Source: an optimization exercise on an open RTL-to-GDS flow (aim: small area, a short achievable clock period and few clock cycles). Production flows keep margins and buffers that such runs may drop. At most, simulation tests tie the RTL to the original design; equivalence was not proved. Power figures rest on the tool's default switching activity, not on a simulated workload.

==> v23 <==
Design MultiCycleCPU, start of the top module:
module MultiCycleCPU (reset, clk, mem_addr, mem_wdata, mem_we, mem_rdata);
clock: 9.0 ns
lec_check: 0
cap_margin: 30
core_margin: 2
core_utilization: 40
cts_buf_list: sky130_fd_sc_hd__clkbuf_8
cts_cluster_size: 20
setup_slack_margin: 5
slew_margin: 30
synth_hierarchical: 1
run.sh (not shown) runs the stock make flow with config.mk's settings and CLKGATE_MAP_FILE= SYNTH_SCRIPT=/design/flow/synth_recipe.tcl, a recipe that flattens the netlist after the stock synthesis.
==> v34: changes against v23 <==
==> flow/flow/run.sh (new file) <==
#!/bin/bash
# The standard layout (standard.sh), with two changes to how timing is
# repaired: the port buffers that global placement inserts on every input and
# output are sky130_fd_sc_hd__buf_4 cells instead of the delay cells
# buffer_ports picks by default, and the resizer may change a cell's drive
# strength even when that changes its width (MATCH_CELL_FOOTPRINT=0), and
# timing repair aims for a setup slack of 6 ns at the design's clock period.
# All of make's output goes to standard.log in this folder; ORFS's per-step
# logs are under orfs/logs/.
set -euo pipefail
bash standard.sh "BUFFER_PORTS_ARGS=-buffer_cell sky130_fd_sc_hd__buf_4" MATCH_CELL_FOOTPRINT=0 SETUP_SLACK_MARGIN=6 finish > standard.log 2>&1
==> flow/standard.sh (new file) <==
#!/bin/bash
# synth_recipe.tcl (not shown) runs the flow's synth.tcl, then flattens the netlist and writes it again
# the make line also repeats each setting of config.mk as NAME=value (left out here)
make -C /OpenROAD-flow-scripts/flow DESIGN_CONFIG=/design/flow/config.mk WORK_HOME=/design/flow/orfs CLKGATE_MAP_FILE= SYNTH_SCRIPT=/design/flow/synth_recipe.tcl "${@:-finish}"
CTS_BUF_LIST = unset   (was sky130_fd_sc_hd__clkbuf_8)
CTS_CLUSTER_SIZE = unset   (was 20)
SETUP_SLACK_MARGIN = unset   (was 5)
TNS_END_PERCENT = 5   (was unset)
removed: flow/run.sh
==> v8: changes against v23 <==
--- a/flow/design.v
+++ b/flow/design.v
@@ -79,13 +79,14 @@
     reg        st_we;
     reg        ex_valid;
     reg [31:0] ir;
     reg [31:0] ex_pc4;      
     reg [31:0] ra, rb;      
     reg [31:0] opb;         
-    reg        d_sub, d_useimm, d_shl;
+    reg        d_useimm;
+    reg        d_sub, d_shl;    
     reg        d_wen;       
     reg [4:0]  d_wreg;
     reg        wb_we;
     reg [4:0]  wb_reg;
     reg [31:0] wb_data;
     assign mem_addr  = maddr;
@@ -223,27 +224,30 @@
                 maddr <= jtarget_f;
             end else begin
                 maddr <= pc4f;
             end
         end
     end
+    wire d_sub_n, d_shl_n;
+    RfHold sub_hold(.we(!mem_cyc), .nwe(mem_cyc), .d(f_sub), .q(d_sub), .y(d_sub_n));
+    RfHold shl_hold(.we(!mem_cyc), .nwe(mem_cyc), .d(f_r && (f_fn == 6'h00)), .q(d_shl), .y(d_shl_n));
     always @(posedge clk) begin
+        d_sub <= d_sub_n;
+        d_shl <= d_shl_n;
         ra  <= ra_n;
         rb  <= rb_n;
         opb <= opb_n;
         if (mem_cyc) begin
             wb_reg  <= mem_rd;
             wb_data <= mem_rdata;
         end else begin
             wb_reg   <= d_wreg;
             wb_data  <= alu_res;
             ir       <= inst;
             ex_pc4   <= pc4f;
-            d_sub    <= f_sub;
             d_useimm <= f_useimm;
-            d_shl    <= f_r && (f_fn == 6'h00);
             d_wen    <= f_writes && (f_wreg != 5'd0);
             d_wreg   <= f_wreg;
             if (to_mem) begin
                 mem_ld  <= is_lw;
                 mem_rd  <= ir_rt;
             end
==> flow/flow/run.sh (new file) <==
#!/bin/bash
# The standard layout (standard.sh), with two changes to how timing is
# repaired: the port buffers that global placement inserts on every input and
# output are sky130_fd_sc_hd__buf_4 cells instead of the delay cells
# buffer_ports picks by default, and the resizer may change a cell's drive
# strength even when that changes its width (MATCH_CELL_FOOTPRINT=0), and
# timing repair aims for a setup slack of 6 ns at the design's clock period.
# All of make's output goes to standard.log in this folder; ORFS's per-step
# logs are under orfs/logs/.
set -euo pipefail
bash standard.sh "BUFFER_PORTS_ARGS=-buffer_cell sky130_fd_sc_hd__buf_4" MATCH_CELL_FOOTPRINT=0 SETUP_SLACK_MARGIN=6 finish > standard.log 2>&1
==> flow/standard.sh (new file) <==
#!/bin/bash
# synth_recipe.tcl (not shown) runs the flow's synth.tcl, then flattens the netlist and writes it again
# the make line also repeats each setting of config.mk as NAME=value (left out here)
make -C /OpenROAD-flow-scripts/flow DESIGN_CONFIG=/design/flow/config.mk WORK_HOME=/design/flow/orfs CLKGATE_MAP_FILE= SYNTH_SCRIPT=/design/flow/synth_recipe.tcl "${@:-finish}"
CTS_BUF_LIST = unset   (was sky130_fd_sc_hd__clkbuf_8)
CTS_CLUSTER_SIZE = unset   (was 20)
SETUP_SLACK_MARGIN = unset   (was 5)
TNS_END_PERCENT = 5   (was unset)
removed: flow/run.sh
==> comparison table <==
| item | v8 | v23 | v34 |
|---|---|---|---|
| Outcome | no timing/DRC/antenna violations | no timing/DRC/antenna violations | no timing/DRC/antenna violations |
| Power Internal | 10,400 µW | 10,200 µW | 10,500 µW |
| Average cell area after synthesis | 10.4 µm² | 10.4 µm² | 10.4 µm² |
| CP Capture Point | rb[28]$_DFF_P_ | ra[26]$_DFF_P_ | opb[16]$_DFF_P_ |
| Seq/Total Area, Yosys | 0.435 | 0.435 | 0.435 |
| Crit path launch type | register | input port | input port |
| Largest driver fanout on the critical path | 6 | 16 | 32 |
| Met3 WL | 56,300 µm | 55,600 µm | 50,000 µm |
| Arr. time, crit path | 4.36 ns | 5.09 ns | 4.59 ns |
| Worst hold slack after final layout | 0.493 ns | 0.486 ns | 0.489 ns |
| Fillers | 13.8k | 14.1k | 13.9k |
| Die Width | 395 µm | 395 µm | 395 µm |
| Post-Syn Instances | 5,859 | 5,857 | 5,857 |
| Top achievable clock speed | 272 MHz | 239 MHz | 256 MHz |
Testbench counts of v23, summed over its fixed seeds: cycles 111,946.
Testbench counts of v34, summed over its fixed seeds: cycles 111,946.
Testbench counts of v8, summed over its fixed seeds: cycles 111,946.

========
==> pepper <==
MultiCycleCPU, a different RTL version from the one above (not shown whole).
Settings: LEC_CHECK=0, CAP_MARGIN=30, CORE_MARGIN=2, CORE_UTILIZATION=40, SETUP_SLACK_MARGIN=5, SLEW_MARGIN=30, SYNTH_HIERARCHICAL=1; clock period 9.0 ns.
Stock flow here: none of the scripts above is used.
==> inputs of juniper, as changes to pepper <==
--- a/flow/design.v
+++ b/flow/design.v
@@ -30,22 +30,22 @@
                   | {31'd0, rsel[5] & lt}
                   | {31'd0, rsel[6] & ltu}
                   | ({32{rsel[7]}} & shv)
                   | ({32{rsel[8]}} & link)
                   | ({32{rsel[9]}} & sd);
 endmodule
-module RegisterFile(reset, clk, we, wa, wd, ra1, ra2, rd1, rd2);
+module RegisterFile(reset, clk, we, wa, wd, ra1, ra2, rn1, rn2);
     input reset;
     input clk;
     input we;
     input [4:0] wa;
     input [31:0] wd;
     input [4:0] ra1;
     input [4:0] ra2;
-    output [31:0] rd1;
-    output [31:0] rd2;
+    output [351:0] rn1;
+    output [351:0] rn2;
     reg [31:0] data [1:31];
     reg [31:1] vld;
     integer i;
     always @(posedge reset or posedge clk) begin
         if (reset)
             vld <= 31'd0;
@@ -82,14 +82,14 @@
             for (g = 0; g < 10; g = g + 1) begin : grp
                 RfAoi3 a1(.s0(s1[3*g+1]), .d0(d[3*g+1]), .s1(s1[3*g+2]), .d1(d[3*g+2]),
                           .s2(s1[3*g+3]), .d2(d[3*g+3]), .y(n1[g]));
                 RfAoi3 a2(.s0(s2[3*g+1]), .d0(d[3*g+1]), .s1(s2[3*g+2]), .d1(d[3*g+2]),
                           .s2(s2[3*g+3]), .d2(d[3*g+3]), .y(n2[g]));
             end
-            assign rd1[b] = ~&n1;
-            assign rd2[b] = ~&n2;
+            assign rn1[11*b +: 11] = n1;
+            assign rn2[11*b +: 11] = n2;
         end
     endgenerate
 endmodule
 module RfAoi3(s0, d0, s1, d1, s2, d2, y);
     input s0, d0, s1, d1, s2, d2;
     output y;
@@ -178,17 +178,39 @@
     wire f_writes = (f_r && f_fn != 6'h08) || (f_op[5:3] == 3'b001) || f_jal;
     wire [4:0] f_wreg = f_jal ? 5'd31 : f_r ? f_rd : f_rt;
     wire bpe_a = ex_valid && d_wen && (d_wreg == f_rs);
     wire bpe_b = ex_valid && d_wen && (d_wreg == f_rt);
     wire bpw_a = wb_we && (wb_reg == f_rs);
     wire bpw_b = wb_we && (wb_reg == f_rt);
-    wire [31:0] rf_a, rf_b;
+    wire [351:0] rn_a, rn_b;
     RegisterFile RegisterFile(.reset(reset), .clk(clk), .we(wb_we), .wa(wb_reg), .wd(wb_data),
-                              .ra1(f_rs), .ra2(f_rt),
-                              .rd1(rf_a), .rd2(rf_b));
+                              .ra1(f_rs), .ra2(f_rt), .rn1(rn_a), .rn2(rn_b));
     wire ld_fwd = mem_ld && (mem_rd != 5'd0);
+    wire ld_a = ld_fwd && (mem_rd == ir[25:21]);
+    wire ld_b = ld_fwd && (mem_rd == ir[20:16]);
+    function [31:0] opsel(input s_ld, input s_hold, input s_alu, input s_wb, input s_imm,
+                          input s_rf, input [31:0] hold, input [31:0] alu, input [351:0] rn);
+        integer k;
+        for (k = 0; k < 32; k = k + 1)
+            opsel[k] = (s_ld & mem_rdata[k]) | (s_hold & hold[k]) | (s_alu & alu[k]) |
+                       (s_wb & wb_data[k]) | (s_imm & f_imm[k]) | (s_rf & ~&rn[11*k +: 11]);
+    endfunction
+    wire fa_alu = !mem_cyc && bpe_a;
+    wire fa_wb  = !mem_cyc && !bpe_a && bpw_a;
+    wire fa_rf  = !mem_cyc && !bpe_a && !bpw_a;
+    wire fb_alu = !mem_cyc && bpe_b;
+    wire fb_wb  = !mem_cyc && !bpe_b && bpw_b;
+    wire fb_rf  = !mem_cyc && !bpe_b && !bpw_b;
+    wire fo_imm = !mem_cyc && f_useimm;
+    wire fo_ld  = mem_cyc && ld_b && !d_useimm;
+    wire [31:0] ra_n  = opsel(mem_cyc && ld_a, mem_cyc && !ld_a, fa_alu, fa_wb, 1'b0, fa_rf,
+                              ra, alu_res, rn_a);
+    wire [31:0] rb_n  = opsel(mem_cyc && ld_b, mem_cyc && !ld_b, fb_alu, fb_wb, 1'b0, fb_rf,
+                              rb, alu_res, rn_b);
+    wire [31:0] opb_n = opsel(fo_ld, mem_cyc && !fo_ld, fb_alu && !f_useimm, fb_wb && !f_useimm,
+                              fo_imm, fb_rf && !f_useimm, opb, alu_res, rn_b);
     always @(posedge reset or posedge clk) begin
         if (reset) begin
             maddr    <= 32'd0;
             mem_cyc  <= 1'b0;
             st_we    <= 1'b0;
             ex_valid <= 1'b0;
@@ -212,26 +234,23 @@
             end else begin
                 maddr <= pc4f;
             end
         end
     end
     always @(posedge clk) begin
+        ra  <= ra_n;
+        rb  <= rb_n;
+        opb <= opb_n;
         if (mem_cyc) begin
             wb_reg  <= mem_rd;
             wb_data <= mem_rdata;
-            if (ld_fwd && mem_rd == ir[25:21]) ra <= mem_rdata;
-            if (ld_fwd && mem_rd == ir[20:16]) rb <= mem_rdata;
-            if (ld_fwd && mem_rd == ir[20:16] && !d_useimm) opb <= mem_rdata;
         end else begin
             wb_reg   <= d_wreg;
             wb_data  <= alu_res;
             ir       <= inst;
             ex_pc4   <= pc4f;
-            ra       <= bpe_a ? alu_res : bpw_a ? wb_data : rf_a;
-            rb       <= bpe_b ? alu_res : bpw_b ? wb_data : rf_b;
-            opb      <= f_useimm ? f_imm : bpe_b ? alu_res : bpw_b ? wb_data : rf_b;
             d_sub    <= f_sub;
             d_useimm <= f_useimm;
             d_shl    <= f_r && (f_fn == 6'h00);
             d_wen    <= f_writes && (f_wreg != 5'd0);
             d_wreg   <= f_wreg;
             if (to_mem) begin
--- a/flow/config.mk
+++ b/flow/config.mk
@@ -5,9 +5,9 @@
 export SDC_FILE = /design/flow/constraint.sdc
 export NUM_CORES = 8
 export LEC_CHECK = 0
 export CAP_MARGIN = 30
 export CORE_MARGIN = 2
 export CORE_UTILIZATION = 40
-export SETUP_SLACK_MARGIN = 5
+export SETUP_SLACK_MARGIN = 4
 export SLEW_MARGIN = 30
 export SYNTH_HIERARCHICAL = 1
==> inputs of amber, as changes to pepper <==
--- a/flow/design.v
+++ b/flow/design.v
@@ -1,51 +1,16 @@
-module ALU(sub, rsel, shl, sha, a, b, shamt, link, sd, result, sum);
-    input sub;
-    input [9:0] rsel;
-    input shl;
-    input sha;
-    input [31:0] a;
-    input [31:0] b;
-    input [4:0] shamt;
-    input [31:0] link;
-    input [31:0] sd;       
-    output [31:0] result;
-    output [31:0] sum;
-    wire [32:0] s = {1'b0, a} + {1'b0, b ^ {32{sub}}} + {32'd0, sub};
-    assign sum = s[31:0];
-    wire lt  = (a[31] ^ b[31]) ? a[31] : s[31];
-    wire ltu = ~s[32];
-    function [31:0] rev(input [31:0] x);
-        integer k;
-        for (k = 0; k < 32; k = k + 1) rev[k] = x[31 - k];
-    endfunction
-    wire [31:0] sin = shl ? rev(b) : b;
-    wire signed [32:0] sx = {sha & b[31], sin};
-    wire [32:0] sr = sx >>> shamt;
-    wire [31:0] shv = shl ? rev(sr[31:0]) : sr[31:0];
-    assign result = ({32{rsel[0]}} & s[31:0])
-                  | ({32{rsel[1]}} & (a & b))
-                  | ({32{rsel[2]}} & (a | b))
-                  | ({32{rsel[3]}} & (a ^ b))
-                  | ({32{rsel[4]}} & ~(a | b))
-                  | {31'd0, rsel[5] & lt}
-                  | {31'd0, rsel[6] & ltu}
-                  | ({32{rsel[7]}} & shv)
-                  | ({32{rsel[8]}} & link)
-                  | ({32{rsel[9]}} & sd);
-endmodule
-module RegisterFile(reset, clk, we, wa, wd, ra1, ra2, rd1, rd2);
+module RegisterFile(reset, clk, we, wa, wd, ra1, ra2, rn1, rn2);
     input reset;
     input clk;
     input we;
     input [4:0] wa;
     input [31:0] wd;
     input [4:0] ra1;
     input [4:0] ra2;
-    output [31:0] rd1;
-    output [31:0] rd2;
+    output [351:0] rn1;
+    output [351:0] rn2;
     reg [31:0] data [1:31];
     reg [31:1] vld;
     integer i;
     always @(posedge reset or posedge clk) begin
         if (reset)
             vld <= 31'd0;
@@ -82,14 +47,14 @@
             for (g = 0; g < 10; g = g + 1) begin : grp
                 RfAoi3 a1(.s0(s1[3*g+1]), .d0(d[3*g+1]), .s1(s1[3*g+2]), .d1(d[3*g+2]),
                           .s2(s1[3*g+3]), .d2(d[3*g+3]), .y(n1[g]));
                 RfAoi3 a2(.s0(s2[3*g+1]), .d0(d[3*g+1]), .s1(s2[3*g+2]), .d1(d[3*g+2]),
                           .s2(s2[3*g+3]), .d2(d[3*g+3]), .y(n2[g]));
             end
-            assign rd1[b] = ~&n1;
-            assign rd2[b] = ~&n2;
+            assign rn1[11*b +: 11] = n1;
+            assign rn2[11*b +: 11] = n2;
         end
     endgenerate
 endmodule
 module RfAoi3(s0, d0, s1, d1, s2, d2, y);
     input s0, d0, s1, d1, s2, d2;
     output y;
@@ -144,15 +109,34 @@
     assign rsel[5] = (is_r && fn == 6'h2a) || op == 6'h0a;
     assign rsel[6] = (is_r && fn == 6'h2b) || op == 6'h0b;
     assign rsel[7] = is_r && (fn == 6'h00 || fn == 6'h02 || fn == 6'h03);
     assign rsel[8] = (op == 6'h03) || (is_r && fn == 6'h09);
     assign rsel[9] = is_sw;
     assign rsel[0] = ~|rsel[9:1];
-    wire [31:0] alu_res, alu_sum;
-    ALU ALU(.sub(d_sub), .rsel(rsel), .shl(d_shl), .sha(fn[0]), .a(ra), .b(opb),
-            .shamt(ir[10:6]), .link(ex_pc4), .sd(rb), .result(alu_res), .sum(alu_sum));
+    wire [32:0] alu_s = {1'b0, ra} + {1'b0, opb ^ {32{d_sub}}} + {32'd0, d_sub};
+    wire [31:0] alu_sum = alu_s[31:0];
+    wire alu_lt  = (ra[31] ^ opb[31]) ? ra[31] : alu_s[31];
+    wire alu_ltu = ~alu_s[32];
+    function [31:0] rev(input [31:0] x);
+        integer k;
+        for (k = 0; k < 32; k = k + 1) rev[k] = x[31 - k];
+    endfunction
+    wire [31:0] sh_in = d_shl ? rev(opb) : opb;
+    wire signed [32:0] sh_x = {fn[0] & opb[31], sh_in};
+    wire [32:0] sh_r = sh_x >>> ir[10:6];
+    wire [31:0] shv = d_shl ? rev(sh_r[31:0]) : sh_r[31:0];
+    wire [31:0] alu_res = ({32{rsel[0]}} & alu_s[31:0])
+                        | ({32{rsel[1]}} & (ra & opb))
+                        | ({32{rsel[2]}} & (ra | opb))
+                        | ({32{rsel[3]}} & (ra ^ opb))
+                        | ({32{rsel[4]}} & ~(ra | opb))
+                        | {31'd0, rsel[5] & alu_lt}
+                        | {31'd0, rsel[6] & alu_ltu}
+                        | ({32{rsel[7]}} & shv)
+                        | ({32{rsel[8]}} & ex_pc4)
+                        | ({32{rsel[9]}} & rb);
     wire ex_run   = ex_valid && !mem_cyc;
     wire taken    = is_beq && (ra == rb);
     wire redirect = ex_run && (is_jr || taken);
     wire [31:0] btarget = ex_pc4 + {{14{imm[15]}}, imm, 2'b00};
     wire [31:0] rtarget = is_beq ? btarget : alu_sum;
     wire to_mem   = ex_run && (is_lw || is_sw);
@@ -178,17 +162,45 @@
     wire f_writes = (f_r && f_fn != 6'h08) || (f_op[5:3] == 3'b001) || f_jal;
     wire [4:0] f_wreg = f_jal ? 5'd31 : f_r ? f_rd : f_rt;
     wire bpe_a = ex_valid && d_wen && (d_wreg == f_rs);
     wire bpe_b = ex_valid && d_wen && (d_wreg == f_rt);
     wire bpw_a = wb_we && (wb_reg == f_rs);
     wire bpw_b = wb_we && (wb_reg == f_rt);
-    wire [31:0] rf_a, rf_b;
+    wire [351:0] rn_a, rn_b;
     RegisterFile RegisterFile(.reset(reset), .clk(clk), .we(wb_we), .wa(wb_reg), .wd(wb_data),
-                              .ra1(f_rs), .ra2(f_rt),
-                              .rd1(rf_a), .rd2(rf_b));
+                              .ra1(f_rs), .ra2(f_rt), .rn1(rn_a), .rn2(rn_b));
     wire ld_fwd = mem_ld && (mem_rd != 5'd0);
+    wire ld_a = ld_fwd && (mem_rd == ir[25:21]);
+    wire ld_b = ld_fwd && (mem_rd == ir[20:16]);
+    wire fa_alu = !mem_cyc && bpe_a;
+    wire fa_wb  = !mem_cyc && !bpe_a && bpw_a;
+    wire fa_rf  = !mem_cyc && !bpe_a && !bpw_a;
+    wire fb_alu = !mem_cyc && bpe_b;
+    wire fb_wb  = !mem_cyc && !bpe_b && bpw_b;
+    wire fb_rf  = !mem_cyc && !bpe_b && !bpw_b;
+    wire fo_imm = !mem_cyc && f_useimm;
+    wire fo_ld  = mem_cyc && ld_b && !d_useimm;
+    wire [31:0] ra_x  = ({32{mem_cyc && ld_a}} & mem_rdata) | ({32{mem_cyc && !ld_a}} & ra) |
+                        ({32{fa_wb}} & wb_data);
+    wire [31:0] rb_x  = ({32{mem_cyc && ld_b}} & mem_rdata) | ({32{mem_cyc && !ld_b}} & rb) |
+                        ({32{fb_wb}} & wb_data);
+    wire [31:0] opb_x = ({32{fo_ld}} & mem_rdata) | ({32{mem_cyc && !fo_ld}} & opb) |
+                        ({32{fb_wb && !f_useimm}} & wb_data) | ({32{fo_imm}} & f_imm);
+    wire [31:0] ra_n, rb_n, opb_n;
+    genvar k;
+    generate
+        for (k = 0; k < 32; k = k + 1) begin : opf
+            OpFinal fa(.m0(~&rn_a[11*k +: 4]), .m1(~&rn_a[11*k+4 +: 4]), .m2(~&rn_a[11*k+8 +: 3]),
+                       .s(fa_rf), .a(alu_res[k]), .t(fa_alu), .x(ra_x[k]), .y(ra_n[k]));
+            OpFinal fb(.m0(~&rn_b[11*k +: 4]), .m1(~&rn_b[11*k+4 +: 4]), .m2(~&rn_b[11*k+8 +: 3]),
+                       .s(fb_rf), .a(alu_res[k]), .t(fb_alu), .x(rb_x[k]), .y(rb_n[k]));
+            OpFinal fo(.m0(~&rn_b[11*k +: 4]), .m1(~&rn_b[11*k+4 +: 4]), .m2(~&rn_b[11*k+8 +: 3]),
+                       .s(fb_rf && !f_useimm), .a(alu_res[k]), .t(fb_alu && !f_useimm),
+                       .x(opb_x[k]), .y(opb_n[k]));
+        end
+    endgenerate
     always @(posedge reset or posedge clk) begin
         if (reset) begin
             maddr    <= 32'd0;
             mem_cyc  <= 1'b0;
             st_we    <= 1'b0;
             ex_valid <= 1'b0;
@@ -212,32 +224,34 @@
             end else begin
                 maddr <= pc4f;
             end
         end
     end
     always @(posedge clk) begin
+        ra  <= ra_n;
+        rb  <= rb_n;
+        opb <= opb_n;
         if (mem_cyc) begin
             wb_reg  <= mem_rd;
             wb_data <= mem_rdata;
-            if (ld_fwd && mem_rd == ir[25:21]) ra <= mem_rdata;
-            if (ld_fwd && mem_rd == ir[20:16]) rb <= mem_rdata;
-            if (ld_fwd && mem_rd == ir[20:16] && !d_useimm) opb <= mem_rdata;
         end else begin
             wb_reg   <= d_wreg;
             wb_data  <= alu_res;
             ir       <= inst;
             ex_pc4   <= pc4f;
-            ra       <= bpe_a ? alu_res : bpw_a ? wb_data : rf_a;
-            rb       <= bpe_b ? alu_res : bpw_b ? wb_data : rf_b;
-            opb      <= f_useimm ? f_imm : bpe_b ? alu_res : bpw_b ? wb_data : rf_b;
             d_sub    <= f_sub;
             d_useimm <= f_useimm;
             d_shl    <= f_r && (f_fn == 6'h00);
             d_wen    <= f_writes && (f_wreg != 5'd0);
             d_wreg   <= f_wreg;
             if (to_mem) begin
                 mem_ld  <= is_lw;
                 mem_rd  <= ir_rt;
             end
         end
     end
 endmodule
+module OpFinal(m0, m1, m2, s, a, t, x, y);
+    input m0, m1, m2, s, a, t, x;
+    output y;
+    assign y = (s & (m0 | m1 | m2)) | (t & a) | x;
+endmodule
==> flow/flow/run.sh (new file) <==
#!/bin/bash
# The standard layout (standard.sh), unchanged except that the port
# buffers that global placement inserts on every input and output are
# sky130_fd_sc_hd__buf_4 cells instead of the delay cells buffer_ports picks by
# default. All of make's output goes to standard.log in this folder; ORFS's
# per-step logs are under orfs/logs/.
set -euo pipefail
bash standard.sh "BUFFER_PORTS_ARGS=-buffer_cell sky130_fd_sc_hd__buf_4" finish > standard.log 2>&1
==> flow/standard.sh (new file) <==
#!/bin/bash
# synth_recipe.tcl (not shown) runs the flow's synth.tcl, then flattens the netlist and writes it again
# the make line also repeats each setting of config.mk as NAME=value (left out here)
make -C /OpenROAD-flow-scripts/flow DESIGN_CONFIG=/design/flow/config.mk WORK_HOME=/design/flow/orfs CLKGATE_MAP_FILE= SYNTH_SCRIPT=/design/flow/synth_recipe.tcl "${@:-finish}"
removed: flow/run.sh
==> notes <==
juniper completed with no timing, DRC or antenna violations. amber ran to the end with no violations. pepper finished with timing, DRC and antenna clean. Synthesized cell count, highest first: juniper, amber, pepper. Between juniper and amber, the lower hold slack is in amber (gap 0.0096 ns). Global-route usage, lowest first: amber, juniper, pepper. Flip-flop and latch count is the same in amber and juniper. In juniper the wire length is lower than in pepper, by about 8%.
Testbench counts of juniper, summed over its fixed seeds: cycles 111,946.
Testbench counts of amber, summed over its fixed seeds: cycles 111,946.
For pepper, only the layout was checked, not whether the RTL still works.

what the ideal ports hide:
No port has a modelled driver above. Below, the same layouts with a new extraction and two added sets of constraints. Step 1 (the two cells are an assumption about what drives the block):
set clk [get_ports {clk}]
set_driving_cell -lib_cell sky130_fd_sc_hd__clkbuf_16 $clk
set_driving_cell -lib_cell sky130_fd_sc_hd__buf_2 [delete_from_list [all_inputs] $clk]
Step 2 times the ports against the registers' clock, not the clock port: input delays grow and output delays shrink by t, the midpoint of the rising clock arrivals with the driver on. Slacks: no drivers / after step 1 / after step 2; pairs: no drivers / after step 1.
| run | t (ns) | slack for setup (ns) | slew at the worst register clock pin (ns) |
|---|---|---|---|
| v23 | 1.050 | 4.821 / 4.876 / 3.825 | 0.07 / 0.07 |
| v34 | 0.867 | 5.087 / 5.100 / 4.264 | 0.07 / 0.07 |
| v8 | 0.889 | 5.321 / 5.282 / 4.393 | 0.07 / 0.07 |
| pepper | 0.897 | 4.353 / 4.395 / 3.498 | 0.07 / 0.07 |
| juniper | 0.875 | 3.819 / 3.878 / 3.003 | 0.07 / 0.07 |
| amber | 0.876 | 4.780 / 4.842 / 3.966 | 0.07 / 0.07 |
After both steps every run listed still meets setup and hold. For v23, which loses most, drivers alone change the setup slack by +0.055 ns; drivers and shift together by -0.996 ns.
